From an optimization exercise on the open Yosys and OpenROAD flow, aimed at small area, a short achievable clock period and few clock cycles; shortcuts taken in it are not production practice.
Function was not checked in any run shown here: the RTL went through the layout flow alone.
Power and IR drop assume default switching activity.

==> flow/design.v (outline; a module is shown in full before it is edited, if it fits) <==
// module mac: 396 lines
// module projeto: 48 lines
module projeto(
    input ck,
    input inicio,
    input rst,
    input [15:0] X,
    input [15:0] A,
    input [15:0] B,
    input [15:0] C,
    output pronto,
    output overflow,
    output [15:0] resultado
);
  // ...
==> flow/flow/run.sh <==
#!/bin/bash
# The standard layout (standard.sh) with these changes:
#  - the multiply-add tree, module mac, is laid out from flow/mac_cells.v, the
#    same circuit as mac in rtl/ula.v built from cells by hand (both are
#    generated by gen/mkhand.py), so that its partial products are single
#    NAND gates feeding full-adder cells of inverted polarity;
#  - synthesis skips Yosys's early "abc -fast" (SYNTH_ARGS=-noabc);
#  - port buffers use the smallest buffer, but for the X ports (buf_4).
# Registers and their names are those of the standard synthesis.
set -euo pipefail
export SYNTH_ARGS="-noabc"
export BUFFER_PORTS_ARGS="-buffer_cell sky130_fd_sc_hd__buf_1"
# ... except the X ports, whose buffers drive many gates (flow/xbuf.tcl)
export POST_GLOBAL_PLACE_TCL="$PWD/flow/xbuf.tcl"
# design.v with module mac replaced by the cell-level one
awk '/^module mac\(/ {skip = 1} !skip {print} skip && /^endmodule/ {skip = 0}' design.v > design_cells.v
grep -q '^module mac(' design_cells.v && { echo "module mac still in design_cells.v"; exit 1; }
cat flow/mac_cells.v >> design_cells.v
sed "s#CLKGATE_MAP_FILE= #CLKGATE_MAP_FILE= VERILOG_FILES=$PWD/design_cells.v #" standard.sh > standard_cells.sh
grep -q "VERILOG_FILES=$PWD/design_cells.v" standard_cells.sh
bash standard_cells.sh > standard.log 2>&1
==> flow/flow/xbuf.tcl <==
set db [ord::get_db]
set block [ord::get_db_block]
set big [$db findMaster sky130_fd_sc_hd__buf_4]
foreach bterm [$block getBTerms] {
  if { ![string match {X\[*} [$bterm getName]] } { continue }
  set net [$bterm getNet]
  foreach iterm [$net getITerms] {
    set inst [$iterm getInst]
    if { [string match sky130_fd_sc_hd__buf_* [[$inst getMaster] getName]] } {
      $inst swapMaster $big
      puts "xbuf: [$inst getName] of [$bterm getName] -> sky130_fd_sc_hd__buf_4"
    }
  }
}
==> flow/standard.sh <==
#!/bin/bash
# synth_recipe.tcl (not shown) runs the flow's synth.tcl, then flattens the netlist and writes it again
# the make line also repeats each setting of config.mk as NAME=value (left out here)
make -C /OpenROAD-flow-scripts/flow DESIGN_CONFIG=/design/flow/config.mk WORK_HOME=/design/flow/orfs CLKGATE_MAP_FILE= SYNTH_SCRIPT=/design/flow/synth_recipe.tcl "${@:-finish}"
==> flow/config.mk <==
export PLATFORM = sky130hd
export DESIGN_NAME = projeto
export DESIGN_NICKNAME = projeto
export VERILOG_FILES = /design/flow/design.v
export SDC_FILE = /design/flow/constraint.sdc
export NUM_CORES = 4
export LEC_CHECK = 0
export CAP_MARGIN = 20
export CORE_MARGIN = 2
export CORE_UTILIZATION = 60
export CTS_BUF_LIST = sky130_fd_sc_hd__clkbuf_4 sky130_fd_sc_hd__clkbuf_8
export SETUP_SLACK_MARGIN = 4.0
export SLEW_MARGIN = 20
==> flow/constraint.sdc <==
create_clock -name core_clock -period 9.5 [get_ports {ck}]
set_input_delay 1.9000 -clock core_clock [delete_from_list [all_inputs] [get_ports {ck}]]
set_output_delay 1.9000 -clock core_clock [all_outputs]
set_load 0.01 [all_outputs]
Not shown: flow/flow/mac_cells.v
==> results.py, run 1 <==
metrics = {
    "cells_and_area": {
        "fin_cells": 651,
        "antenna_cells": 0,
        "signal_buffers": 100,
        "largest_reg_flops": 16,
        "largest_cell_class": "multi-input gates",
        "syn_to_final_growth_pct": 14.5,
    },
    "synthesis": {
        "synth_commonest_cells": "nand2_1 (147), fa_1 (107), dfxtp_1 (29)",
        "syn-num-nets": 649,
    },
    "sta": {
        "worst_pin_slew_ns": 0.585,
        "fin_skew_ns": 0.0110,
        "fin_setup_tns_ns": 0,
        "slew_viol_final": 0,
    },
    "power_and_ir_drop": {
        "powerClk_mw": 0.122,
        "ir_worst_vdd_v": 0.000467,
        "power_frac_comb_pct": 84.3,
    },
    "floorplan": {
        "rows": 32,
        "initial_core_util_pct": 61.2,
    },
    "route": {
        "antenna_left": 0,
        "first_pass_iters": 6,
        "wl_met1_mm": 4.83,
        "avgViaCountPerCell": 5.98,
    },
    "global_routing": {
        "grt_pass1_wl_mm": 20.5,
    },
    "critical_path": {
        "crit_start": "qb[0]",
        "cp_slowest_stage_delay_ns": 0.55,
        "critical-path-top-delay-family": "adder cells",
        "crit_path_end": "qb[15]",
    },
    "clocking": {
        "clk_latency_ns": 0.29,
        "numCtsBuffers": 5,
    },
    "status": {
        "status": "complete, no violations",
    },
    "placement": {
        "hpwl_mm": 9.77,
    },
}
==> inputs of run 2 (changes only) <==
--- a/flow/design.v
+++ b/flow/design.v
@@ -169,130 +169,130 @@
     wire s16 = ~(pp_0_1 ^ pp_1_0);
     wire c17 = pp_0_1 | pp_1_0;
     wire s18 = pp_0_2 ^ pp_1_1 ^ pp_2_0;
     wire c19 = (pp_0_2 & pp_1_1) | (pp_0_2 & pp_2_0) | (pp_1_1 & pp_2_0);
     wire s20 = c17 ^ kn[2] ^ s18;
     wire c21 = (c17 & kn[2]) | (c17 & s18) | (kn[2] & s18);
     wire s22 = pp_0_3 ^ pp_1_2 ^ pp_2_1;
     wire c23 = (pp_0_3 & pp_1_2) | (pp_0_3 & pp_2_1) | (pp_1_2 & pp_2_1);
-    wire s24 = pp_3_0 ^ kn[3] ^ c19;
-    wire c25 = (pp_3_0 & kn[3]) | (pp_3_0 & c19) | (kn[3] & c19);
+    wire s24 = pp_3_0 ^ c19 ^ kn[3];
+    wire c25 = (pp_3_0 & c19) | (pp_3_0 & kn[3]) | (c19 & kn[3]);
     wire s26 = s22 ^ c21 ^ s24;
     wire c27 = (s22 & c21) | (s22 & s24) | (c21 & s24);
     wire s28 = pp_0_4 ^ pp_1_3 ^ pp_2_2;
     wire c29 = (pp_0_4 & pp_1_3) | (pp_0_4 & pp_2_2) | (pp_1_3 & pp_2_2);
-    wire s30 = pp_3_1 ^ pp_4_0 ^ kn[4];
-    wire c31 = (pp_3_1 & pp_4_0) | (pp_3_1 & kn[4]) | (pp_4_0 & kn[4]);
-    wire s32 = c23 ^ s28 ^ s30;
-    wire c33 = (c23 & s28) | (c23 & s30) | (s28 & s30);
+    wire s30 = pp_3_1 ^ pp_4_0 ^ c23;
+    wire c31 = (pp_3_1 & pp_4_0) | (pp_3_1 & c23) | (pp_4_0 & c23);
+    wire s32 = kn[4] ^ s28 ^ s30;
+    wire c33 = (kn[4] & s28) | (kn[4] & s30) | (s28 & s30);
     wire s34 = c25 ^ s32 ^ c27;
     wire c35 = (c25 & s32) | (c25 & c27) | (s32 & c27);
     wire s36 = pp_0_5 ^ pp_1_4 ^ pp_2_3;
     wire c37 = (pp_0_5 & pp_1_4) | (pp_0_5 & pp_2_3) | (pp_1_4 & pp_2_3);
     wire s38 = pp_3_2 ^ pp_4_1 ^ pp_5_0;
     wire c39 = (pp_3_2 & pp_4_1) | (pp_3_2 & pp_5_0) | (pp_4_1 & pp_5_0);
-    wire s40 = kn[5] ^ c29 ^ s36;
-    wire c41 = (kn[5] & c29) | (kn[5] & s36) | (c29 & s36);
+    wire s40 = c29 ^ kn[5] ^ s36;
+    wire c41 = (c29 & kn[5]) | (c29 & s36) | (kn[5] & s36);
     wire s42 = s38 ^ c31 ^ s40;
     wire c43 = (s38 & c31) | (s38 & s40) | (c31 & s40);
-    wire s44 = ~(c33 ^ s42);
-    wire c45 = c33 | s42;
+    wire s44 = c33 ^ s42 ^ c35;
+    wire c45 = (c33 & s42) | (c33 & c35) | (s42 & c35);
     wire s46 = pp_0_6 ^ pp_1_5 ^ pp_2_4;
     wire c47 = (pp_0_6 & pp_1_5) | (pp_0_6 & pp_2_4) | (pp_1_5 & pp_2_4);
     wire s48 = pp_3_3 ^ pp_4_2 ^ pp_5_1;
     wire c49 = (pp_3_3 & pp_4_2) | (pp_3_3 & pp_5_1) | (pp_4_2 & pp_5_1);
-    wire s50 = pp_6_0 ^ kn[6] ^ c37;
-    wire c51 = (pp_6_0 & kn[6]) | (pp_6_0 & c37) | (kn[6] & c37);
-    wire s52 = c39 ^ s46 ^ s48;
-    wire c53 = (c39 & s46) | (c39 & s48) | (s46 & s48);
-    wire s54 = s50 ^ c41 ^ s52;
-    wire c55 = (s50 & c41) | (s50 & s52) | (c41 & s52);
-    wire s56 = c43 ^ s54 ^ c45;
-    wire c57 = (c43 & s54) | (c43 & c45) | (s54 & c45);
+    wire s50 = pp_6_0 ^ c37 ^ c39;
+    wire c51 = (pp_6_0 & c37) | (pp_6_0 & c39) | (c37 & c39);
+    wire s52 = kn[6] ^ s46 ^ s48;
+    wire c53 = (kn[6] & s46) | (kn[6] & s48) | (s46 & s48);
+    wire s54 = c41 ^ s50 ^ s52;
+    wire c55 = (c41 & s50) | (c41 & s52) | (s50 & s52);
+    wire s56 = ~(c43 ^ s54);
+    wire c57 = c43 | s54;
     wire s58 = pp_0_7 ^ pp_1_6 ^ pp_2_5;
     wire c59 = (pp_0_7 & pp_1_6) | (pp_0_7 & pp_2_5) | (pp_1_6 & pp_2_5);
     wire s60 = pp_3_4 ^ pp_4_3 ^ pp_5_2;
     wire c61 = (pp_3_4 & pp_4_3) | (pp_3_4 & pp_5_2) | (pp_4_3 & pp_5_2);
-    wire s62 = pp_6_1 ^ pp_7_0 ^ kn[7];
-    wire c63 = (pp_6_1 & pp_7_0) | (pp_6_1 & kn[7]) | (pp_7_0 & kn[7]);
-    wire s64 = c47 ^ c49 ^ s58;
-    wire c65 = (c47 & c49) | (c47 & s58) | (c49 & s58);
+    wire s62 = pp_6_1 ^ pp_7_0 ^ c47;
+    wire c63 = (pp_6_1 & pp_7_0) | (pp_6_1 & c47) | (pp_7_0 & c47);
+    wire s64 = c49 ^ kn[7] ^ s58;
+    wire c65 = (c49 & kn[7]) | (c49 & s58) | (kn[7] & s58);
     wire s66 = s60 ^ s62 ^ c51;
     wire c67 = (s60 & s62) | (s60 & c51) | (s62 & c51);
     wire s68 = c53 ^ s64 ^ s66;
     wire c69 = (c53 & s64) | (c53 & s66) | (s64 & s66);
-    wire s70 = c55 ^ s68 ^ c57;
-    wire c71 = (c55 & s68) | (c55 & c57) | (s68 & c57);
+    wire s70 = c55 ^ c57 ^ s68;
+    wire c71 = (c55 & c57) | (c55 & s68) | (c57 & s68);
     wire s72 = pp_0_8 ^ pp_1_7 ^ pp_2_6;
     wire c73 = (pp_0_8 & pp_1_7) | (pp_0_8 & pp_2_6) | (pp_1_7 & pp_2_6);
     wire s74 = pp_3_5 ^ pp_4_4 ^ pp_5_3;
     wire c75 = (pp_3_5 & pp_4_4) | (pp_3_5 & pp_5_3) | (pp_4_4 & pp_5_3);
     wire s76 = pp_6_2 ^ pp_7_1 ^ pp_8_0;
     wire c77 = (pp_6_2 & pp_7_1) | (pp_6_2 & pp_8_0) | (pp_7_1 & pp_8_0);
-    wire s78 = kn[8] ^ c59 ^ c61;
-    wire c79 = (kn[8] & c59) | (kn[8] & c61) | (c59 & c61);
+    wire s78 = c59 ^ c61 ^ kn[8];
+    wire c79 = (c59 & c61) | (c59 & kn[8]) | (c61 & kn[8]);
     wire s80 = s72 ^ s74 ^ s76;
     wire c81 = (s72 & s74) | (s72 & s76) | (s74 & s76);
     wire s82 = c63 ^ c65 ^ s78;
     wire c83 = (c63 & c65) | (c63 & s78) | (c65 & s78);
     wire s84 = s80 ^ c67 ^ s82;
     wire c85 = (s80 & c67) | (s80 & s82) | (c67 & s82);
-    wire s86 = ~(c69 ^ s84);
-    wire c87 = c69 | s84;
+    wire s86 = c69 ^ s84 ^ c71;
+    wire c87 = (c69 & s84) | (c69 & c71) | (s84 & c71);
     wire s88 = pp_0_9 ^ pp_1_8 ^ pp_2_7;
     wire c89 = (pp_0_9 & pp_1_8) | (pp_0_9 & pp_2_7) | (pp_1_8 & pp_2_7);
     wire s90 = pp_3_6 ^ pp_4_5 ^ pp_5_4;
     wire c91 = (pp_3_6 & pp_4_5) | (pp_3_6 & pp_5_4) | (pp_4_5 & pp_5_4);
     wire s92 = pp_6_3 ^ pp_7_2 ^ pp_8_1;
     wire c93 = (pp_6_3 & pp_7_2) | (pp_6_3 & pp_8_1) | (pp_7_2 & pp_8_1);
-    wire s94 = pp_9_0 ^ kn[9] ^ c73;
-    wire c95 = (pp_9_0 & kn[9]) | (pp_9_0 & c73) | (kn[9] & c73);
-    wire s96 = c75 ^ c77 ^ s88;
-    wire c97 = (c75 & c77) | (c75 & s88) | (c77 & s88);
-    wire s98 = s90 ^ s92 ^ s94;
-    wire c99 = (s90 & s92) | (s90 & s94) | (s92 & s94);
-    wire s100 = c79 ^ c81 ^ s96;
-    wire c101 = (c79 & c81) | (c79 & s96) | (c81 & s96);
+    wire s94 = pp_9_0 ^ c73 ^ c75;
+    wire c95 = (pp_9_0 & c73) | (pp_9_0 & c75) | (c73 & c75);
+    wire s96 = c77 ^ kn[9] ^ s88;
+    wire c97 = (c77 & kn[9]) | (c77 & s88) | (kn[9] & s88);
+    wire s98 = s90 ^ s92 ^ c79;
+    wire c99 = (s90 & s92) | (s90 & c79) | (s92 & c79);
+    wire s100 = c81 ^ s94 ^ s96;
+    wire c101 = (c81 & s94) | (c81 & s96) | (s94 & s96);
     wire s102 = s98 ^ c83 ^ s100;
     wire c103 = (s98 & c83) | (s98 & s100) | (c83 & s100);
-    wire s104 = c85 ^ s102 ^ c87;
-    wire c105 = (c85 & s102) | (c85 & c87) | (s102 & c87);
+    wire s104 = ~(c85 ^ s102);
+    wire c105 = c85 | s102;
     wire s106 = pp_0_10 ^ pp_10_0 ^ pp_1_9;
     wire c107 = (pp_0_10 & pp_10_0) | (pp_0_10 & pp_1_9) | (pp_10_0 & pp_1_9);
     wire s108 = pp_2_8 ^ pp_3_7 ^ pp_4_6;
     wire c109 = (pp_2_8 & pp_3_7) | (pp_2_8 & pp_4_6) | (pp_3_7 & pp_4_6);
     wire s110 = pp_5_5 ^ pp_6_4 ^ pp_7_3;
     wire c111 = (pp_5_5 & pp_6_4) | (pp_5_5 & pp_7_3) | (pp_6_4 & pp_7_3);
-    wire s112 = pp_8_2 ^ pp_9_1 ^ kn[10];
-    wire c113 = (pp_8_2 & pp_9_1) | (pp_8_2 & kn[10]) | (pp_9_1 & kn[10]);
-    wire s114 = c89 ^ c91 ^ c93;
-    wire c115 = (c89 & c91) | (c89 & c93) | (c91 & c93);
+    wire s112 = pp_8_2 ^ pp_9_1 ^ c89;
+    wire c113 = (pp_8_2 & pp_9_1) | (pp_8_2 & c89) | (pp_9_1 & c89);
+    wire s114 = c91 ^ c93 ^ kn[10];
+    wire c115 = (c91 & c93) | (c91 & kn[10]) | (c93 & kn[10]);
     wire s116 = s106 ^ s108 ^ s110;
     wire c117 = (s106 & s108) | (s106 & s110) | (s108 & s110);
     wire s118 = s112 ^ c95 ^ c97;
     wire c119 = (s112 & c95) | (s112 & c97) | (c95 & c97);
     wire s120 = s114 ^ s116 ^ c99;
     wire c121 = (s114 & s116) | (s114 & c99) | (s116 & c99);
-    wire s122 = s118 ^ c101 ^ s120;
-    wire c123 = (s118 & c101) | (s118 & s120) | (c101 & s120);
-    wire s124 = ~(c103 ^ s122);
-    wire c125 = c103 | s122;
+    wire s122 = c101 ^ s118 ^ s120;
+    wire c123 = (c101 & s118) | (c101 & s120) | (s118 & s120);
+    wire s124 = c103 ^ c105 ^ s122;
+    wire c125 = (c103 & c105) | (c103 & s122) | (c105 & s122);
     wire s126 = pp_0_11 ^ pp_10_1 ^ pp_11_0;
     wire c127 = (pp_0_11 & pp_10_1) | (pp_0_11 & pp_11_0) | (pp_10_1 & pp_11_0);
     wire s128 = pp_1_10 ^ pp_2_9 ^ pp_3_8;
     wire c129 = (pp_1_10 & pp_2_9) | (pp_1_10 & pp_3_8) | (pp_2_9 & pp_3_8);
     wire s130 = pp_4_7 ^ pp_5_6 ^ pp_6_5;
     wire c131 = (pp_4_7 & pp_5_6) | (pp_4_7 & pp_6_5) | (pp_5_6 & pp_6_5);
     wire s132 = pp_7_4 ^ pp_8_3 ^ pp_9_2;
     wire c133 = (pp_7_4 & pp_8_3) | (pp_7_4 & pp_9_2) | (pp_8_3 & pp_9_2);
-    wire s134 = kn[11] ^ c107 ^ c109;
-    wire c135 = (kn[11] & c107) | (kn[11] & c109) | (c107 & c109);
-    wire s136 = c111 ^ s126 ^ s128;
-    wire c137 = (c111 & s126) | (c111 & s128) | (s126 & s128);
+    wire s134 = c107 ^ c109 ^ c111;
+    wire c135 = (c107 & c109) | (c107 & c111) | (c109 & c111);
+    wire s136 = kn[11] ^ s126 ^ s128;
+    wire c137 = (kn[11] & s126) | (kn[11] & s128) | (s126 & s128);
     wire s138 = s130 ^ s132 ^ c113;
     wire c139 = (s130 & s132) | (s130 & c113) | (s132 & c113);
     wire s140 = c115 ^ c117 ^ s134;
     wire c141 = (c115 & c117) | (c115 & s134) | (c117 & s134);
     wire s142 = s136 ^ s138 ^ c119;
     wire c143 = (s136 & s138) | (s136 & c119) | (s138 & c119);
     wire s144 = s140 ^ c121 ^ s142;
     wire c145 = (s140 & c121) | (s140 & s142) | (c121 & s142);
@@ -301,46 +301,46 @@
     wire s148 = pp_0_12 ^ pp_10_2 ^ pp_11_1;
     wire c149 = (pp_0_12 & pp_10_2) | (pp_0_12 & pp_11_1) | (pp_10_2 & pp_11_1);
     wire s150 = pp_12_0 ^ pp_1_11 ^ pp_2_10;
     wire c151 = (pp_12_0 & pp_1_11) | (pp_12_0 & pp_2_10) | (pp_1_11 & pp_2_10);
     wire s152 = pp_3_9 ^ pp_4_8 ^ pp_5_7;
     wire c153 = (pp_3_9 & pp_4_8) | (pp_3_9 & pp_5_7) | (pp_4_8 & pp_5_7);
     wire s154 = pp_6_6 ^ pp_7_5 ^ pp_8_4;
     wire c155 = (pp_6_6 & pp_7_5) | (pp_6_6 & pp_8_4) | (pp_7_5 & pp_8_4);
-    wire s156 = pp_9_3 ^ kn[12] ^ c127;
-    wire c157 = (pp_9_3 & kn[12]) | (pp_9_3 & c127) | (kn[12] & c127);
-    wire s158 = c129 ^ c131 ^ c133;
-    wire c159 = (c129 & c131) | (c129 & c133) | (c131 & c133);
+    wire s156 = pp_9_3 ^ c127 ^ c129;
+    wire c157 = (pp_9_3 & c127) | (pp_9_3 & c129) | (c127 & c129);
+    wire s158 = c131 ^ c133 ^ kn[12];
+    wire c159 = (c131 & c133) | (c131 & kn[12]) | (c133 & kn[12]);
     wire s160 = s148 ^ s150 ^ s152;
     wire c161 = (s148 & s150) | (s148 & s152) | (s150 & s152);
-    wire s162 = s154 ^ s156 ^ c135;
-    wire c163 = (s154 & s156) | (s154 & c135) | (s156 & c135);
-    wire s164 = c137 ^ s158 ^ s160;
-    wire c165 = (c137 & s158) | (c137 & s160) | (s158 & s160);
-    wire s166 = c139 ^ s162 ^ c141;
-    wire c167 = (c139 & s162) | (c139 & c141) | (s162 & c141);
+    wire s162 = s154 ^ c135 ^ c137;
+    wire c163 = (s154 & c135) | (s154 & c137) | (c135 & c137);
+    wire s164 = s156 ^ s158 ^ s160;
+    wire c165 = (s156 & s158) | (s156 & s160) | (s158 & s160);
+    wire s166 = c139 ^ c141 ^ s162;
+    wire c167 = (c139 & c141) | (c139 & s162) | (c141 & s162);
     wire s168 = s164 ^ c143 ^ s166;
     wire c169 = (s164 & c143) | (s164 & s166) | (c143 & s166);
     wire s170 = ~(c145 ^ s168);
     wire c171 = c145 | s168;
     wire s172 = pp_0_13 ^ pp_10_3 ^ pp_11_2;
     wire c173 = (pp_0_13 & pp_10_3) | (pp_0_13 & pp_11_2) | (pp_10_3 & pp_11_2);
     wire s174 = pp_12_1 ^ pp_13_0 ^ pp_1_12;
     wire c175 = (pp_12_1 & pp_13_0) | (pp_12_1 & pp_1_12) | (pp_13_0 & pp_1_12);
     wire s176 = pp_2_11 ^ pp_3_10 ^ pp_4_9;
     wire c177 = (pp_2_11 & pp_3_10) | (pp_2_11 & pp_4_9) | (pp_3_10 & pp_4_9);
     wire s178 = pp_5_8 ^ pp_6_7 ^ pp_7_6;
     wire c179 = (pp_5_8 & pp_6_7) | (pp_5_8 & pp_7_6) | (pp_6_7 & pp_7_6);
-    wire s180 = pp_8_5 ^ pp_9_4 ^ kn[13];
-    wire c181 = (pp_8_5 & pp_9_4) | (pp_8_5 & kn[13]) | (pp_9_4 & kn[13]);
-    wire s182 = c149 ^ c151 ^ c153;
-    wire c183 = (c149 & c151) | (c149 & c153) | (c151 & c153);
-    wire s184 = c155 ^ s172 ^ s174;
-    wire c185 = (c155 & s172) | (c155 & s174) | (s172 & s174);
+    wire s180 = pp_8_5 ^ pp_9_4 ^ c149;
+    wire c181 = (pp_8_5 & pp_9_4) | (pp_8_5 & c149) | (pp_9_4 & c149);
+    wire s182 = c151 ^ c153 ^ c155;
+    wire c183 = (c151 & c153) | (c151 & c155) | (c153 & c155);
+    wire s184 = kn[13] ^ s172 ^ s174;
+    wire c185 = (kn[13] & s172) | (kn[13] & s174) | (s172 & s174);
     wire s186 = s176 ^ s178 ^ s180;
     wire c187 = (s176 & s178) | (s176 & s180) | (s178 & s180);
     wire s188 = c157 ^ c159 ^ c161;
     wire c189 = (c157 & c159) | (c157 & c161) | (c159 & c161);
     wire s190 = s182 ^ s184 ^ s186;
     wire c191 = (s182 & s184) | (s182 & s186) | (s184 & s186);
     wire s192 = c163 ^ c165 ^ s188;
     wire c193 = (c163 & c165) | (c163 & s188) | (c165 & s188);
@@ -353,50 +353,50 @@
     wire s200 = pp_12_2 ^ pp_13_1 ^ pp_14_0;
     wire c201 = (pp_12_2 & pp_13_1) | (pp_12_2 & pp_14_0) | (pp_13_1 & pp_14_0);
     wire s202 = pp_1_13 ^ pp_2_12 ^ pp_3_11;
     wire c203 = (pp_1_13 & pp_2_12) | (pp_1_13 & pp_3_11) | (pp_2_12 & pp_3_11);
     wire s204 = pp_4_10 ^ pp_5_9 ^ pp_6_8;
     wire c205 = (pp_4_10 & pp_5_9) | (pp_4_10 & pp_6_8) | (pp_5_9 & pp_6_8);
     wire s206 = pp_7_7 ^ pp_8_6 ^ pp_9_5;
     wire c207 = (pp_7_7 & pp_8_6) | (pp_7_7 & pp_9_5) | (pp_8_6 & pp_9_5);
-    wire s208 = kn[14] ^ c173 ^ c175;
-    wire c209 = (kn[14] & c173) | (kn[14] & c175) | (c173 & c175);
-    wire s210 = c177 ^ c179 ^ s198;
-    wire c211 = (c177 & c179) | (c177 & s198) | (c179 & s198);
+    wire s208 = c173 ^ c175 ^ c177;
+    wire c209 = (c173 & c175) | (c173 & c177) | (c175 & c177);
+    wire s210 = c179 ^ kn[14] ^ s198;
+    wire c211 = (c179 & kn[14]) | (c179 & s198) | (kn[14] & s198);
     wire s212 = s200 ^ s202 ^ s204;
     wire c213 = (s200 & s202) | (s200 & s204) | (s202 & s204);
     wire s214 = s206 ^ c181 ^ c183;
     wire c215 = (s206 & c181) | (s206 & c183) | (c181 & c183);
     wire s216 = c185 ^ s208 ^ s210;
     wire c217 = (c185 & s208) | (c185 & s210) | (s208 & s210);
     wire s218 = s212 ^ c187 ^ s214;
     wire c219 = (s212 & c187) | (s212 & s214) | (c187 & s214);
     wire s220 = c189 ^ s216 ^ c191;
     wire c221 = (c189 & s216) | (c189 & c191) | (s216 & c191);
     wire s222 = s218 ^ c193 ^ s220;
     wire c223 = (s218 & c193) | (s218 & s220) | (c193 & s220);
     wire s224 = ~(c195 ^ s222);
     wire c225 = c195 | s222;
-    wire s226 = kn[15] ^ c199 ^ c201;
-    wire c227 = (kn[15] & c199) | (kn[15] & c201) | (c199 & c201);
-    wire s228 = c203 ^ c205 ^ c207;
-    wire c229 = (c203 & c205) | (c203 & c207) | (c205 & c207);
+    wire s226 = c199 ^ c201 ^ c203;
+    wire c227 = (c199 & c201) | (c199 & c203) | (c201 & c203);
+    wire s228 = c205 ^ c207 ^ kn[15];
+    wire c229 = (c205 & c207) | (c205 & kn[15]) | (c207 & kn[15]);
     wire s230 = px15 ^ c209 ^ c211;
     wire c231 = (px15 & c209) | (px15 & c211) | (c209 & c211);
     wire s232 = c213 ^ s226 ^ s228;
     wire c233 = (c213 & s226) | (c213 & s228) | (s226 & s228);
     wire s234 = c215 ^ c217 ^ s230;
     wire c235 = (c215 & c217) | (c215 & s230) | (c217 & s230);
     wire s236 = s232 ^ c219 ^ s234;
     wire c237 = (s232 & c219) | (s232 & s234) | (c219 & s234);
     wire s238 = c221 ^ s236 ^ c223;
     wire c239 = (c221 & s236) | (c221 & c223) | (s236 & c223);
     assign ra = {c225, s224, s196, s170, s146, s124, s104, s86, s70, s56, s44, s34, s26, s20, s16, pp_0_0};
-    assign rb = {s238, c197, 1'b1, c147, 1'b1, c105, 1'b1, c71, 1'b1, 1'b1, c35, 1'b1, 1'b1, 1'b1, kn[1], kn[0]};
+    assign rb = {s238, c197, 1'b1, c147, 1'b1, 1'b1, c87, 1'b1, 1'b1, c45, 1'b1, 1'b1, 1'b1, 1'b1, kn[1], kn[0]};
     assign cn = {c239, c237, c235, c233, c231, c229, c227};
 endmodule
 module projeto(
     input ck,
     input inicio,
     input rst,
     input [15:0] X,
     input [15:0] A,
--- a/flow/flow/mac_cells.v
+++ b/flow/flow/mac_cells.v
@@ -383,132 +383,131 @@
     sky130_fd_sc_hd__or2_1 g_c17 (.A(pp_0_1), .B(pp_1_0), .X(c17));
     wire s18, c19;
     sky130_fd_sc_hd__fa_1 g_s18 (.A(pp_0_2), .B(pp_1_1), .CIN(pp_2_0), .COUT(c19), .SUM(s18));
     wire s20, c21;
     sky130_fd_sc_hd__fa_1 g_s20 (.A(c17), .B(kn[2]), .CIN(s18), .COUT(c21), .SUM(s20));
     wire s22, c23;
     sky130_fd_sc_hd__fa_1 g_s22 (.A(pp_0_3), .B(pp_1_2), .CIN(pp_2_1), .COUT(c23), .SUM(s22));
     wire s24, c25;
-    sky130_fd_sc_hd__fa_1 g_s24 (.A(pp_3_0), .B(kn[3]), .CIN(c19), .COUT(c25), .SUM(s24));
+    sky130_fd_sc_hd__fa_1 g_s24 (.A(pp_3_0), .B(c19), .CIN(kn[3]), .COUT(c25), .SUM(s24));
     wire s26, c27;
     sky130_fd_sc_hd__fa_1 g_s26 (.A(s22), .B(c21), .CIN(s24), .COUT(c27), .SUM(s26));
     wire s28, c29;
     sky130_fd_sc_hd__fa_1 g_s28 (.A(pp_0_4), .B(pp_1_3), .CIN(pp_2_2), .COUT(c29), .SUM(s28));
     wire s30, c31;
-    sky130_fd_sc_hd__fa_1 g_s30 (.A(pp_3_1), .B(pp_4_0), .CIN(kn[4]), .COUT(c31), .SUM(s30));
+    sky130_fd_sc_hd__fa_1 g_s30 (.A(pp_3_1), .B(pp_4_0), .CIN(c23), .COUT(c31), .SUM(s30));
     wire s32, c33;
-    sky130_fd_sc_hd__fa_1 g_s32 (.A(c23), .B(s28), .CIN(s30), .COUT(c33), .SUM(s32));
+    sky130_fd_sc_hd__fa_1 g_s32 (.A(kn[4]), .B(s28), .CIN(s30), .COUT(c33), .SUM(s32));
     wire s34, c35;
     sky130_fd_sc_hd__fa_1 g_s34 (.A(c25), .B(s32), .CIN(c27), .COUT(c35), .SUM(s34));
     wire s36, c37;
     sky130_fd_sc_hd__fa_1 g_s36 (.A(pp_0_5), .B(pp_1_4), .CIN(pp_2_3), .COUT(c37), .SUM(s36));
     wire s38, c39;
     sky130_fd_sc_hd__fa_1 g_s38 (.A(pp_3_2), .B(pp_4_1), .CIN(pp_5_0), .COUT(c39), .SUM(s38));
     wire s40, c41;
-    sky130_fd_sc_hd__fa_1 g_s40 (.A(kn[5]), .B(c29), .CIN(s36), .COUT(c41), .SUM(s40));
+    sky130_fd_sc_hd__fa_1 g_s40 (.A(c29), .B(kn[5]), .CIN(s36), .COUT(c41), .SUM(s40));
     wire s42, c43;
     sky130_fd_sc_hd__fa_1 g_s42 (.A(s38), .B(c31), .CIN(s40), .COUT(c43), .SUM(s42));
     wire s44, c45;
-    sky130_fd_sc_hd__xnor2_1 g_s44 (.A(c33), .B(s42), .Y(s44));
-    sky130_fd_sc_hd__or2_1 g_c45 (.A(c33), .B(s42), .X(c45));
+    sky130_fd_sc_hd__fa_1 g_s44 (.A(c33), .B(s42), .CIN(c35), .COUT(c45), .SUM(s44));
     wire s46, c47;
     sky130_fd_sc_hd__fa_1 g_s46 (.A(pp_0_6), .B(pp_1_5), .CIN(pp_2_4), .COUT(c47), .SUM(s46));
     wire s48, c49;
     sky130_fd_sc_hd__fa_1 g_s48 (.A(pp_3_3), .B(pp_4_2), .CIN(pp_5_1), .COUT(c49), .SUM(s48));
     wire s50, c51;
-    sky130_fd_sc_hd__fa_1 g_s50 (.A(pp_6_0), .B(kn[6]), .CIN(c37), .COUT(c51), .SUM(s50));
+    sky130_fd_sc_hd__fa_1 g_s50 (.A(pp_6_0), .B(c37), .CIN(c39), .COUT(c51), .SUM(s50));
     wire s52, c53;
-    sky130_fd_sc_hd__fa_1 g_s52 (.A(c39), .B(s46), .CIN(s48), .COUT(c53), .SUM(s52));
+    sky130_fd_sc_hd__fa_1 g_s52 (.A(kn[6]), .B(s46), .CIN(s48), .COUT(c53), .SUM(s52));
     wire s54, c55;
-    sky130_fd_sc_hd__fa_1 g_s54 (.A(s50), .B(c41), .CIN(s52), .COUT(c55), .SUM(s54));
+    sky130_fd_sc_hd__fa_1 g_s54 (.A(c41), .B(s50), .CIN(s52), .COUT(c55), .SUM(s54));
     wire s56, c57;
-    sky130_fd_sc_hd__fa_1 g_s56 (.A(c43), .B(s54), .CIN(c45), .COUT(c57), .SUM(s56));
+    sky130_fd_sc_hd__xnor2_1 g_s56 (.A(c43), .B(s54), .Y(s56));
+    sky130_fd_sc_hd__or2_1 g_c57 (.A(c43), .B(s54), .X(c57));
     wire s58, c59;
     sky130_fd_sc_hd__fa_1 g_s58 (.A(pp_0_7), .B(pp_1_6), .CIN(pp_2_5), .COUT(c59), .SUM(s58));
     wire s60, c61;
     sky130_fd_sc_hd__fa_1 g_s60 (.A(pp_3_4), .B(pp_4_3), .CIN(pp_5_2), .COUT(c61), .SUM(s60));
     wire s62, c63;
-    sky130_fd_sc_hd__fa_1 g_s62 (.A(pp_6_1), .B(pp_7_0), .CIN(kn[7]), .COUT(c63), .SUM(s62));
+    sky130_fd_sc_hd__fa_1 g_s62 (.A(pp_6_1), .B(pp_7_0), .CIN(c47), .COUT(c63), .SUM(s62));
     wire s64, c65;
-    sky130_fd_sc_hd__fa_1 g_s64 (.A(c47), .B(c49), .CIN(s58), .COUT(c65), .SUM(s64));
+    sky130_fd_sc_hd__fa_1 g_s64 (.A(c49), .B(kn[7]), .CIN(s58), .COUT(c65), .SUM(s64));
     wire s66, c67;
     sky130_fd_sc_hd__fa_1 g_s66 (.A(s60), .B(s62), .CIN(c51), .COUT(c67), .SUM(s66));
     wire s68, c69;
     sky130_fd_sc_hd__fa_1 g_s68 (.A(c53), .B(s64), .CIN(s66), .COUT(c69), .SUM(s68));
     wire s70, c71;
-    sky130_fd_sc_hd__fa_1 g_s70 (.A(c55), .B(s68), .CIN(c57), .COUT(c71), .SUM(s70));
+    sky130_fd_sc_hd__fa_1 g_s70 (.A(c55), .B(c57), .CIN(s68), .COUT(c71), .SUM(s70));
     wire s72, c73;
     sky130_fd_sc_hd__fa_1 g_s72 (.A(pp_0_8), .B(pp_1_7), .CIN(pp_2_6), .COUT(c73), .SUM(s72));
     wire s74, c75;
     sky130_fd_sc_hd__fa_1 g_s74 (.A(pp_3_5), .B(pp_4_4), .CIN(pp_5_3), .COUT(c75), .SUM(s74));
     wire s76, c77;
     sky130_fd_sc_hd__fa_1 g_s76 (.A(pp_6_2), .B(pp_7_1), .CIN(pp_8_0), .COUT(c77), .SUM(s76));
     wire s78, c79;
-    sky130_fd_sc_hd__fa_1 g_s78 (.A(kn[8]), .B(c59), .CIN(c61), .COUT(c79), .SUM(s78));
+    sky130_fd_sc_hd__fa_1 g_s78 (.A(c59), .B(c61), .CIN(kn[8]), .COUT(c79), .SUM(s78));
     wire s80, c81;
     sky130_fd_sc_hd__fa_1 g_s80 (.A(s72), .B(s74), .CIN(s76), .COUT(c81), .SUM(s80));
     wire s82, c83;
     sky130_fd_sc_hd__fa_1 g_s82 (.A(c63), .B(c65), .CIN(s78), .COUT(c83), .SUM(s82));
     wire s84, c85;
     sky130_fd_sc_hd__fa_1 g_s84 (.A(s80), .B(c67), .CIN(s82), .COUT(c85), .SUM(s84));
     wire s86, c87;
-    sky130_fd_sc_hd__xnor2_1 g_s86 (.A(c69), .B(s84), .Y(s86));
-    sky130_fd_sc_hd__or2_1 g_c87 (.A(c69), .B(s84), .X(c87));
+    sky130_fd_sc_hd__fa_1 g_s86 (.A(c69), .B(s84), .CIN(c71), .COUT(c87), .SUM(s86));
     wire s88, c89;
     sky130_fd_sc_hd__fa_1 g_s88 (.A(pp_0_9), .B(pp_1_8), .CIN(pp_2_7), .COUT(c89), .SUM(s88));
     wire s90, c91;
     sky130_fd_sc_hd__fa_1 g_s90 (.A(pp_3_6), .B(pp_4_5), .CIN(pp_5_4), .COUT(c91), .SUM(s90));
     wire s92, c93;
     sky130_fd_sc_hd__fa_1 g_s92 (.A(pp_6_3), .B(pp_7_2), .CIN(pp_8_1), .COUT(c93), .SUM(s92));
     wire s94, c95;
-    sky130_fd_sc_hd__fa_1 g_s94 (.A(pp_9_0), .B(kn[9]), .CIN(c73), .COUT(c95), .SUM(s94));
+    sky130_fd_sc_hd__fa_1 g_s94 (.A(pp_9_0), .B(c73), .CIN(c75), .COUT(c95), .SUM(s94));
     wire s96, c97;
-    sky130_fd_sc_hd__fa_1 g_s96 (.A(c75), .B(c77), .CIN(s88), .COUT(c97), .SUM(s96));
+    sky130_fd_sc_hd__fa_1 g_s96 (.A(c77), .B(kn[9]), .CIN(s88), .COUT(c97), .SUM(s96));
     wire s98, c99;
-    sky130_fd_sc_hd__fa_1 g_s98 (.A(s90), .B(s92), .CIN(s94), .COUT(c99), .SUM(s98));
+    sky130_fd_sc_hd__fa_1 g_s98 (.A(s90), .B(s92), .CIN(c79), .COUT(c99), .SUM(s98));
     wire s100, c101;
-    sky130_fd_sc_hd__fa_1 g_s100 (.A(c79), .B(c81), .CIN(s96), .COUT(c101), .SUM(s100));
+    sky130_fd_sc_hd__fa_1 g_s100 (.A(c81), .B(s94), .CIN(s96), .COUT(c101), .SUM(s100));
     wire s102, c103;
     sky130_fd_sc_hd__fa_1 g_s102 (.A(s98), .B(c83), .CIN(s100), .COUT(c103), .SUM(s102));
     wire s104, c105;
-    sky130_fd_sc_hd__fa_1 g_s104 (.A(c85), .B(s102), .CIN(c87), .COUT(c105), .SUM(s104));
+    sky130_fd_sc_hd__xnor2_1 g_s104 (.A(c85), .B(s102), .Y(s104));
+    sky130_fd_sc_hd__or2_1 g_c105 (.A(c85), .B(s102), .X(c105));
     wire s106, c107;
     sky130_fd_sc_hd__fa_1 g_s106 (.A(pp_0_10), .B(pp_10_0), .CIN(pp_1_9), .COUT(c107), .SUM(s106));
     wire s108, c109;
     sky130_fd_sc_hd__fa_1 g_s108 (.A(pp_2_8), .B(pp_3_7), .CIN(pp_4_6), .COUT(c109), .SUM(s108));
     wire s110, c111;
     sky130_fd_sc_hd__fa_1 g_s110 (.A(pp_5_5), .B(pp_6_4), .CIN(pp_7_3), .COUT(c111), .SUM(s110));
     wire s112, c113;
-    sky130_fd_sc_hd__fa_1 g_s112 (.A(pp_8_2), .B(pp_9_1), .CIN(kn[10]), .COUT(c113), .SUM(s112));
+    sky130_fd_sc_hd__fa_1 g_s112 (.A(pp_8_2), .B(pp_9_1), .CIN(c89), .COUT(c113), .SUM(s112));
     wire s114, c115;
-    sky130_fd_sc_hd__fa_1 g_s114 (.A(c89), .B(c91), .CIN(c93), .COUT(c115), .SUM(s114));
+    sky130_fd_sc_hd__fa_1 g_s114 (.A(c91), .B(c93), .CIN(kn[10]), .COUT(c115), .SUM(s114));
     wire s116, c117;
     sky130_fd_sc_hd__fa_1 g_s116 (.A(s106), .B(s108), .CIN(s110), .COUT(c117), .SUM(s116));
     wire s118, c119;
     sky130_fd_sc_hd__fa_1 g_s118 (.A(s112), .B(c95), .CIN(c97), .COUT(c119), .SUM(s118));
     wire s120, c121;
     sky130_fd_sc_hd__fa_1 g_s120 (.A(s114), .B(s116), .CIN(c99), .COUT(c121), .SUM(s120));
     wire s122, c123;
-    sky130_fd_sc_hd__fa_1 g_s122 (.A(s118), .B(c101), .CIN(s120), .COUT(c123), .SUM(s122));
+    sky130_fd_sc_hd__fa_1 g_s122 (.A(c101), .B(s118), .CIN(s120), .COUT(c123), .SUM(s122));
     wire s124, c125;
-    sky130_fd_sc_hd__xnor2_1 g_s124 (.A(c103), .B(s122), .Y(s124));
-    sky130_fd_sc_hd__or2_1 g_c125 (.A(c103), .B(s122), .X(c125));
+    sky130_fd_sc_hd__fa_1 g_s124 (.A(c103), .B(c105), .CIN(s122), .COUT(c125), .SUM(s124));
     wire s126, c127;
     sky130_fd_sc_hd__fa_1 g_s126 (.A(pp_0_11), .B(pp_10_1), .CIN(pp_11_0), .COUT(c127), .SUM(s126));
     wire s128, c129;
     sky130_fd_sc_hd__fa_1 g_s128 (.A(pp_1_10), .B(pp_2_9), .CIN(pp_3_8), .COUT(c129), .SUM(s128));
     wire s130, c131;
     sky130_fd_sc_hd__fa_1 g_s130 (.A(pp_4_7), .B(pp_5_6), .CIN(pp_6_5), .COUT(c131), .SUM(s130));
     wire s132, c133;
     sky130_fd_sc_hd__fa_1 g_s132 (.A(pp_7_4), .B(pp_8_3), .CIN(pp_9_2), .COUT(c133), .SUM(s132));
     wire s134, c135;
-    sky130_fd_sc_hd__fa_1 g_s134 (.A(kn[11]), .B(c107), .CIN(c109), .COUT(c135), .SUM(s134));
+    sky130_fd_sc_hd__fa_1 g_s134 (.A(c107), .B(c109), .CIN(c111), .COUT(c135), .SUM(s134));
     wire s136, c137;
-    sky130_fd_sc_hd__fa_1 g_s136 (.A(c111), .B(s126), .CIN(s128), .COUT(c137), .SUM(s136));
+    sky130_fd_sc_hd__fa_1 g_s136 (.A(kn[11]), .B(s126), .CIN(s128), .COUT(c137), .SUM(s136));
     wire s138, c139;
     sky130_fd_sc_hd__fa_1 g_s138 (.A(s130), .B(s132), .CIN(c113), .COUT(c139), .SUM(s138));
     wire s140, c141;
     sky130_fd_sc_hd__fa_1 g_s140 (.A(c115), .B(c117), .CIN(s134), .COUT(c141), .SUM(s140));
     wire s142, c143;
     sky130_fd_sc_hd__fa_1 g_s142 (.A(s136), .B(s138), .CIN(c119), .COUT(c143), .SUM(s142));
     wire s144, c145;
     sky130_fd_sc_hd__fa_1 g_s144 (.A(s140), .B(c121), .CIN(s142), .COUT(c145), .SUM(s144));
@@ -518,46 +517,46 @@
     sky130_fd_sc_hd__fa_1 g_s148 (.A(pp_0_12), .B(pp_10_2), .CIN(pp_11_1), .COUT(c149), .SUM(s148));
     wire s150, c151;
     sky130_fd_sc_hd__fa_1 g_s150 (.A(pp_12_0), .B(pp_1_11), .CIN(pp_2_10), .COUT(c151), .SUM(s150));
     wire s152, c153;
     sky130_fd_sc_hd__fa_1 g_s152 (.A(pp_3_9), .B(pp_4_8), .CIN(pp_5_7), .COUT(c153), .SUM(s152));
     wire s154, c155;
     sky130_fd_sc_hd__fa_1 g_s154 (.A(pp_6_6), .B(pp_7_5), .CIN(pp_8_4), .COUT(c155), .SUM(s154));
     wire s156, c157;
-    sky130_fd_sc_hd__fa_1 g_s156 (.A(pp_9_3), .B(kn[12]), .CIN(c127), .COUT(c157), .SUM(s156));
+    sky130_fd_sc_hd__fa_1 g_s156 (.A(pp_9_3), .B(c127), .CIN(c129), .COUT(c157), .SUM(s156));
     wire s158, c159;
-    sky130_fd_sc_hd__fa_1 g_s158 (.A(c129), .B(c131), .CIN(c133), .COUT(c159), .SUM(s158));
+    sky130_fd_sc_hd__fa_1 g_s158 (.A(c131), .B(c133), .CIN(kn[12]), .COUT(c159), .SUM(s158));
     wire s160, c161;
     sky130_fd_sc_hd__fa_1 g_s160 (.A(s148), .B(s150), .CIN(s152), .COUT(c161), .SUM(s160));
     wire s162, c163;
-    sky130_fd_sc_hd__fa_1 g_s162 (.A(s154), .B(s156), .CIN(c135), .COUT(c163), .SUM(s162));
+    sky130_fd_sc_hd__fa_1 g_s162 (.A(s154), .B(c135), .CIN(c137), .COUT(c163), .SUM(s162));
     wire s164, c165;
-    sky130_fd_sc_hd__fa_1 g_s164 (.A(c137), .B(s158), .CIN(s160), .COUT(c165), .SUM(s164));
+    sky130_fd_sc_hd__fa_1 g_s164 (.A(s156), .B(s158), .CIN(s160), .COUT(c165), .SUM(s164));
     wire s166, c167;
-    sky130_fd_sc_hd__fa_1 g_s166 (.A(c139), .B(s162), .CIN(c141), .COUT(c167), .SUM(s166));
+    sky130_fd_sc_hd__fa_1 g_s166 (.A(c139), .B(c141), .CIN(s162), .COUT(c167), .SUM(s166));
     wire s168, c169;
     sky130_fd_sc_hd__fa_1 g_s168 (.A(s164), .B(c143), .CIN(s166), .COUT(c169), .SUM(s168));
     wire s170, c171;
     sky130_fd_sc_hd__xnor2_1 g_s170 (.A(c145), .B(s168), .Y(s170));
     sky130_fd_sc_hd__or2_1 g_c171 (.A(c145), .B(s168), .X(c171));
     wire s172, c173;
     sky130_fd_sc_hd__fa_1 g_s172 (.A(pp_0_13), .B(pp_10_3), .CIN(pp_11_2), .COUT(c173), .SUM(s172));
     wire s174, c175;
     sky130_fd_sc_hd__fa_1 g_s174 (.A(pp_12_1), .B(pp_13_0), .CIN(pp_1_12), .COUT(c175), .SUM(s174));
     wire s176, c177;
     sky130_fd_sc_hd__fa_1 g_s176 (.A(pp_2_11), .B(pp_3_10), .CIN(pp_4_9), .COUT(c177), .SUM(s176));
     wire s178, c179;
     sky130_fd_sc_hd__fa_1 g_s178 (.A(pp_5_8), .B(pp_6_7), .CIN(pp_7_6), .COUT(c179), .SUM(s178));
     wire s180, c181;
-    sky130_fd_sc_hd__fa_1 g_s180 (.A(pp_8_5), .B(pp_9_4), .CIN(kn[13]), .COUT(c181), .SUM(s180));
+    sky130_fd_sc_hd__fa_1 g_s180 (.A(pp_8_5), .B(pp_9_4), .CIN(c149), .COUT(c181), .SUM(s180));
     wire s182, c183;
-    sky130_fd_sc_hd__fa_1 g_s182 (.A(c149), .B(c151), .CIN(c153), .COUT(c183), .SUM(s182));
+    sky130_fd_sc_hd__fa_1 g_s182 (.A(c151), .B(c153), .CIN(c155), .COUT(c183), .SUM(s182));
     wire s184, c185;
-    sky130_fd_sc_hd__fa_1 g_s184 (.A(c155), .B(s172), .CIN(s174), .COUT(c185), .SUM(s184));
+    sky130_fd_sc_hd__fa_1 g_s184 (.A(kn[13]), .B(s172), .CIN(s174), .COUT(c185), .SUM(s184));
     wire s186, c187;
     sky130_fd_sc_hd__fa_1 g_s186 (.A(s176), .B(s178), .CIN(s180), .COUT(c187), .SUM(s186));
     wire s188, c189;
     sky130_fd_sc_hd__fa_1 g_s188 (.A(c157), .B(c159), .CIN(c161), .COUT(c189), .SUM(s188));
     wire s190, c191;
     sky130_fd_sc_hd__fa_1 g_s190 (.A(s182), .B(s184), .CIN(s186), .COUT(c191), .SUM(s190));
     wire s192, c193;
     sky130_fd_sc_hd__fa_1 g_s192 (.A(c163), .B(c165), .CIN(s188), .COUT(c193), .SUM(s192));
@@ -571,44 +570,44 @@
     sky130_fd_sc_hd__fa_1 g_s200 (.A(pp_12_2), .B(pp_13_1), .CIN(pp_14_0), .COUT(c201), .SUM(s200));
     wire s202, c203;
     sky130_fd_sc_hd__fa_1 g_s202 (.A(pp_1_13), .B(pp_2_12), .CIN(pp_3_11), .COUT(c203), .SUM(s202));
     wire s204, c205;
     sky130_fd_sc_hd__fa_1 g_s204 (.A(pp_4_10), .B(pp_5_9), .CIN(pp_6_8), .COUT(c205), .SUM(s204));
     wire s206, c207;
     sky130_fd_sc_hd__fa_1 g_s206 (.A(pp_7_7), .B(pp_8_6), .CIN(pp_9_5), .COUT(c207), .SUM(s206));
     wire s208, c209;
-    sky130_fd_sc_hd__fa_1 g_s208 (.A(kn[14]), .B(c173), .CIN(c175), .COUT(c209), .SUM(s208));
+    sky130_fd_sc_hd__fa_1 g_s208 (.A(c173), .B(c175), .CIN(c177), .COUT(c209), .SUM(s208));
     wire s210, c211;
-    sky130_fd_sc_hd__fa_1 g_s210 (.A(c177), .B(c179), .CIN(s198), .COUT(c211), .SUM(s210));
+    sky130_fd_sc_hd__fa_1 g_s210 (.A(c179), .B(kn[14]), .CIN(s198), .COUT(c211), .SUM(s210));
     wire s212, c213;
     sky130_fd_sc_hd__fa_1 g_s212 (.A(s200), .B(s202), .CIN(s204), .COUT(c213), .SUM(s212));
     wire s214, c215;
     sky130_fd_sc_hd__fa_1 g_s214 (.A(s206), .B(c181), .CIN(c183), .COUT(c215), .SUM(s214));
     wire s216, c217;
     sky130_fd_sc_hd__fa_1 g_s216 (.A(c185), .B(s208), .CIN(s210), .COUT(c217), .SUM(s216));
     wire s218, c219;
     sky130_fd_sc_hd__fa_1 g_s218 (.A(s212), .B(c187), .CIN(s214), .COUT(c219), .SUM(s218));
     wire s220, c221;
     sky130_fd_sc_hd__fa_1 g_s220 (.A(c189), .B(s216), .CIN(c191), .COUT(c221), .SUM(s220));
     wire s222, c223;
     sky130_fd_sc_hd__fa_1 g_s222 (.A(s218), .B(c193), .CIN(s220), .COUT(c223), .SUM(s222));
     wire s224, c225;
     sky130_fd_sc_hd__xnor2_1 g_s224 (.A(c195), .B(s222), .Y(s224));
     sky130_fd_sc_hd__or2_1 g_c225 (.A(c195), .B(s222), .X(c225));
     wire s226, c227;
-    sky130_fd_sc_hd__fa_1 g_s226 (.A(kn[15]), .B(c199), .CIN(c201), .COUT(c227), .SUM(s226));
+    sky130_fd_sc_hd__fa_1 g_s226 (.A(c199), .B(c201), .CIN(c203), .COUT(c227), .SUM(s226));
     wire s228, c229;
-    sky130_fd_sc_hd__fa_1 g_s228 (.A(c203), .B(c205), .CIN(c207), .COUT(c229), .SUM(s228));
+    sky130_fd_sc_hd__fa_1 g_s228 (.A(c205), .B(c207), .CIN(kn[15]), .COUT(c229), .SUM(s228));
     wire s230, c231;
     sky130_fd_sc_hd__fa_1 g_s230 (.A(px15), .B(c209), .CIN(c211), .COUT(c231), .SUM(s230));
     wire s232, c233;
     sky130_fd_sc_hd__fa_1 g_s232 (.A(c213), .B(s226), .CIN(s228), .COUT(c233), .SUM(s232));
     wire s234, c235;
     sky130_fd_sc_hd__fa_1 g_s234 (.A(c215), .B(c217), .CIN(s230), .COUT(c235), .SUM(s234));
     wire s236, c237;
     sky130_fd_sc_hd__fa_1 g_s236 (.A(s232), .B(c219), .CIN(s234), .COUT(c237), .SUM(s236));
     wire s238, c239;
     sky130_fd_sc_hd__fa_1 g_s238 (.A(c221), .B(s236), .CIN(c223), .COUT(c239), .SUM(s238));
     assign ra = {c225, s224, s196, s170, s146, s124, s104, s86, s70, s56, s44, s34, s26, s20, s16, pp_0_0};
-    assign rb = {s238, c197, 1'b1, c147, 1'b1, c105, 1'b1, c71, 1'b1, 1'b1, c35, 1'b1, 1'b1, 1'b1, kn[1], kn[0]};
+    assign rb = {s238, c197, 1'b1, c147, 1'b1, 1'b1, c87, 1'b1, 1'b1, c45, 1'b1, 1'b1, 1'b1, 1'b1, kn[1], kn[0]};
     assign cn = {c239, c237, c235, c233, c231, c229, c227};
 endmodule
==> run 2 against run 1 <==
Sequential share of layout area fell by 0.31 points. Flip-flop and latch count fell by 1. Register-to-register slack improved by 0.13 ns. Critical path type is now input pin to flip-flop. Critical endpoint is now qa[11]. Largest power group unchanged.
==> results.py, run 2 <==
metrics = {
    "cells_and_area": {
        "layout.nets": 725,
        "drive_gt1_share_pct": 14.6,
        "final-seq-area_um2": 563,
        "top_register": "qa",
        "multiInputGateArea_mm2": 0.00406,
        "fill_cells": 636,
        "syn_to_final_growth_pct": 14.7,
        "layout_commonest_cell": "nand2_1",
        "biggestRegsByFlops": "qa x16, qb x7, ql x2",
        "antenna_cells": 0,
        "fin_cells": 644,
        "final_cell_mix": "nand2_1 (144), fa_1 (105), buf_1 (68)",
        "largest_reg_flops": 16,
    },
    "critical_path": {
        "worstPathRequired_ns": 9.67,
        "cp_slowest_cell": "fa_1",
        "worstRegToRegCells": 19,
        "regToRegEndpoint": "ov",
        "path_cells": "buf_4 > nor4_4 > nand4_1 > nor2b_4 > buf_6 > a22oi_2 > fa_1 > fa_1 > fa_1 > or2_1 > fa_2 > fa_1",
        "critical-path-top-delay-family": "adder cells",
        "worst-path-buf-inv": 2,
        "crit_start": "X[4]",
        "critPathCaptureType": "flip-flop",
        "r2r_setup_slack_ns": 4.16,
        "crit_type": "input pin to flip-flop",
        "crit_path_max_fanout": 16,
        "timing.rr.start": "qa[4]",
        "cp_slowest_stage_delay_ns": 0.55,
        "worstPathArrival_ns": 5.60,
        "crit_path_frequent_cell": "fa_1",
        "startpoint_type": "input pin",
    },
    "sta": {
        "slew_viol_final": 0,
        "rsz0062_at_grt": "true",
        "fin_skew_ns": 0.00522,
        "fin_setup_tns_ns": 0,
        "min_period_ns": 5.44,
        "post-route-period-util_pct": 57.2,
        "setup_viol": 0,
        "worst_pin_slew_ns": 0.668,
        "slew_headroom_pct": 55.5,
        "finalWorstSetupSlack_ns": 4.06,
        "hold_viol": 0,
        "fmax_ghz": 0.184,
    },
    "min_path": {
        "min_to": "pr",
        "min_path_cells": 2,
        "hp-class": "flip-flop to flip-flop",
        "hold_start": "busy",
    },
    "placement": {
        "hpwl_mm": 10.1,
        "placed_cells": 627,
        "portBuffers": 84,
        "dpl_worst_slack_ns": 3.25,
    },
    "synthesis": {
        "yosysTopAreaCellShare_pct": 46.3,
        "synth_edf_count": 0,
        "syn_area_per_cell_um2": 10.1,
        "yosysMostFrequentCell": "nand2_1",
        "yosys-top-cells-area": "fa_1 (46%), dfxtp_1 (12%), nand2_1 (12%), buf_4 (4.2%), mux2_2 (3.9%)",
        "ys.flop_type": "dfxtp_1",
        "syn-num-nets": 646,
        "synth_commonest_cells": "nand2_1 (145), fa_1 (108), dfxtp_1 (28)",
        "async_reset_ff_share_pct": 0,
        "ys_warn_count": 1,
        "ys_seq_area_share_pct": 12.0,
        "synth_cells": 464,
        "synth_top_cell_by_area": "fa_1",
        "ys_seq_elements": 28,
        "synth_area_mm2": 0.00467,
        "ys_types": 41,
    },
    "clocking": {
        "clockBufferDepth": 2,
        "root_buffer": "clkbuf_8",
        "clk_pin_slew_ns": 0.11,
        "numCtsBuffers": 3,
        "clk_latency_ns": 0.28,
        "clock-sinks": 28,
        "cts_tree": "yes",
        "htree_levels": 1,
    },
    "power_and_ir_drop": {
        "total_power_mw": 2.24,
        "power_leakage_nw": 1.90,
        "powerDensity_mw_per_mm2": 419,
        "ir_worst_vdd_v": 0.000429,
    },
    "floorplan": {
        "initial_core_util_pct": 61.0,
        "rows": 32,
        "die_y_um": 92.2,
        "core_area_mm2": 0.00765,
        "ioPinCount": 85,
        "die_w_um": 92.2,
        "dieArea_mm2": 0.00850,
    },
    "route": {
        "drc": 0,
        "antenna_left": 0,
        "wire_per_inst_um": 20.1,
        "first_pass_iters": 6,
        "routed-via-count": 3853,
        "avgViaCountPerCell": 5.98,
        "first_iter_violations": 305,
        "wl_mm": 13.0,
    },
    "global_routing": {
        "grt_pass1_wl_mm": 19.7,
        "grt_start_max_net_pins": 24,
        "grt_usage_pct": 30.7,
        "antenna_found_initial": 1,
        "grt-ovfl-total": 0,
        "grt_pass1_vias": 3803,
    },
    "status": {
        "status": "complete, no violations",
    },
    "flow_run": {
        "drv_cap": 0,
    },
}
[run 2: cell count changes in the layout (fill, tap and decap cells not counted), moves of 4 or more]
cell / before / now
fa_1: 100 / 105
or3_1: 2 / 6
fa_2: 7 / 3
clkbuf_8: 7 / 3
xor2_1: 19 / 15
[run 2: metrics by stage]
step                hold slack [ns]  area, um^2  utilization [%]
floorplan                     0.688        4670                -
global placement              0.954        4940             64.5
detailed placement            0.938        5000             65.3
CTS                           0.961        5170             67.6
global route                  0.917        5350             70.0
finish                        0.823        5350             70.0
[run 2: area by class of cell]
class                           instances  area share [%]
Inverter                                8           0.561
Clock inverter                          1           0.561
Tap cell                              102            2.39
Timing Repair Buffer                   99            9.33
Clock buffer                            3           0.772
Multi-Input combinational cell        403            75.9
Sequential cell                        28            10.5
[run 2: worst max path at each step]
stage,end,cells past startpoint
2_1_floorplan,qa[13],10
3_3_place_gp,qa[11],12
3_5_place_dp,qa[11],12
4_1_cts,qa[11],13
5_1_grt,qb[15],17
6_report,qa[11],12
[run 2: power breakdown]
| group | total (mW) | internal, mW | switching (mW) |
|---|---|---|---|
| Combinational | 1.89 | 0.865 | 1.03 |
| Sequential | 0.248 | 0.213 | 0.0355 |
| Clock | 0.0986 | 0.0565 | 0.0421 |
[run 2: cell families after synthesis]
group                    Yosys count  synth area share, %
AO/OA/AOI/OAI                     41                 6.33
adder cells (fa/ha/maj)          115                 48.2
flip-flops                        28                 12.0
multiplexers                      17                 4.08
XOR/XNOR                          30                 5.63
AND/OR/NAND/NOR                  199                 18.9
buffers and inverters             34                 4.83
[run 2: timing repair]
item	CTS	global route
resized for setup	11	27
pin swaps	1	14
hold buffers	0	0
setup buffers	7	5
cloned	0	1
setup endpoints to repair	11	9
[run 2: layer usage]
| layer | up-vias | routed length, um | GRT usage, % |
|---|---|---|---|
| met4 | 2 | 486 | 10.7 |
| met5 | - | 13 | 0 |
| met2 | 216 | 6540 | 52.4 |
| met3 | 45 | 978 | 3.70 |
| li1 | 1675 | - | - |
| met1 | 1915 | 4950 | 40.8 |
[run 2: worst reg2reg max path, cell delays in order (launching register included)]
cell and delay [ns]:
dfxtp_1 0.36, or4_4 0.57, o31ai_4 0.41, nand2_2 0.12, a211oi_2 0.23, xnor2_1 0.12
mux2_4 0.31, buf_4 0.17, nand2_1 0.08, xor2_1 0.18, xor2_1 0.23, xor2_1 0.26
xnor2_2 0.15, fa_1 0.58, fa_1 0.18, nand3_1 0.10, a211oi_2 0.20, nand4_1 0.12
or4_1 0.51, a221o_1 0.34

==> re-timing with driven ports <==
The flow's constraints put no driver on any port. The routed layouts listed below were extracted and timed again, unchanged, in two steps. Step 1: set_driving_cell puts a clkbuf_16 on ck and a buf_2 on each other input, an assumption about the parent block. Step 2 moves the port delays by t, midway between the first and last clock arrival at a register: inputs arrive t later, outputs are due t later. That takes back most of the time a late clock gives input paths. Three values: ideal, step 1, step 2; two values: the first two.
| run | shift t [ns] | setup slack, ns | clock arrival spread, ns |
|---|---|---|---|
| run 1 | 0.319 | 4.025 / 4.025 / 3.727 | 0.011 / 0.010 |
| run 2 | 0.312 | 4.062 / 4.072 / 3.760 | 0.005 / 0.005 |
After both steps setup and hold are still met in every run listed. The setup slack of run 2, which loses most, moves by +0.010 ns with the drivers and by -0.302 ns with both steps.
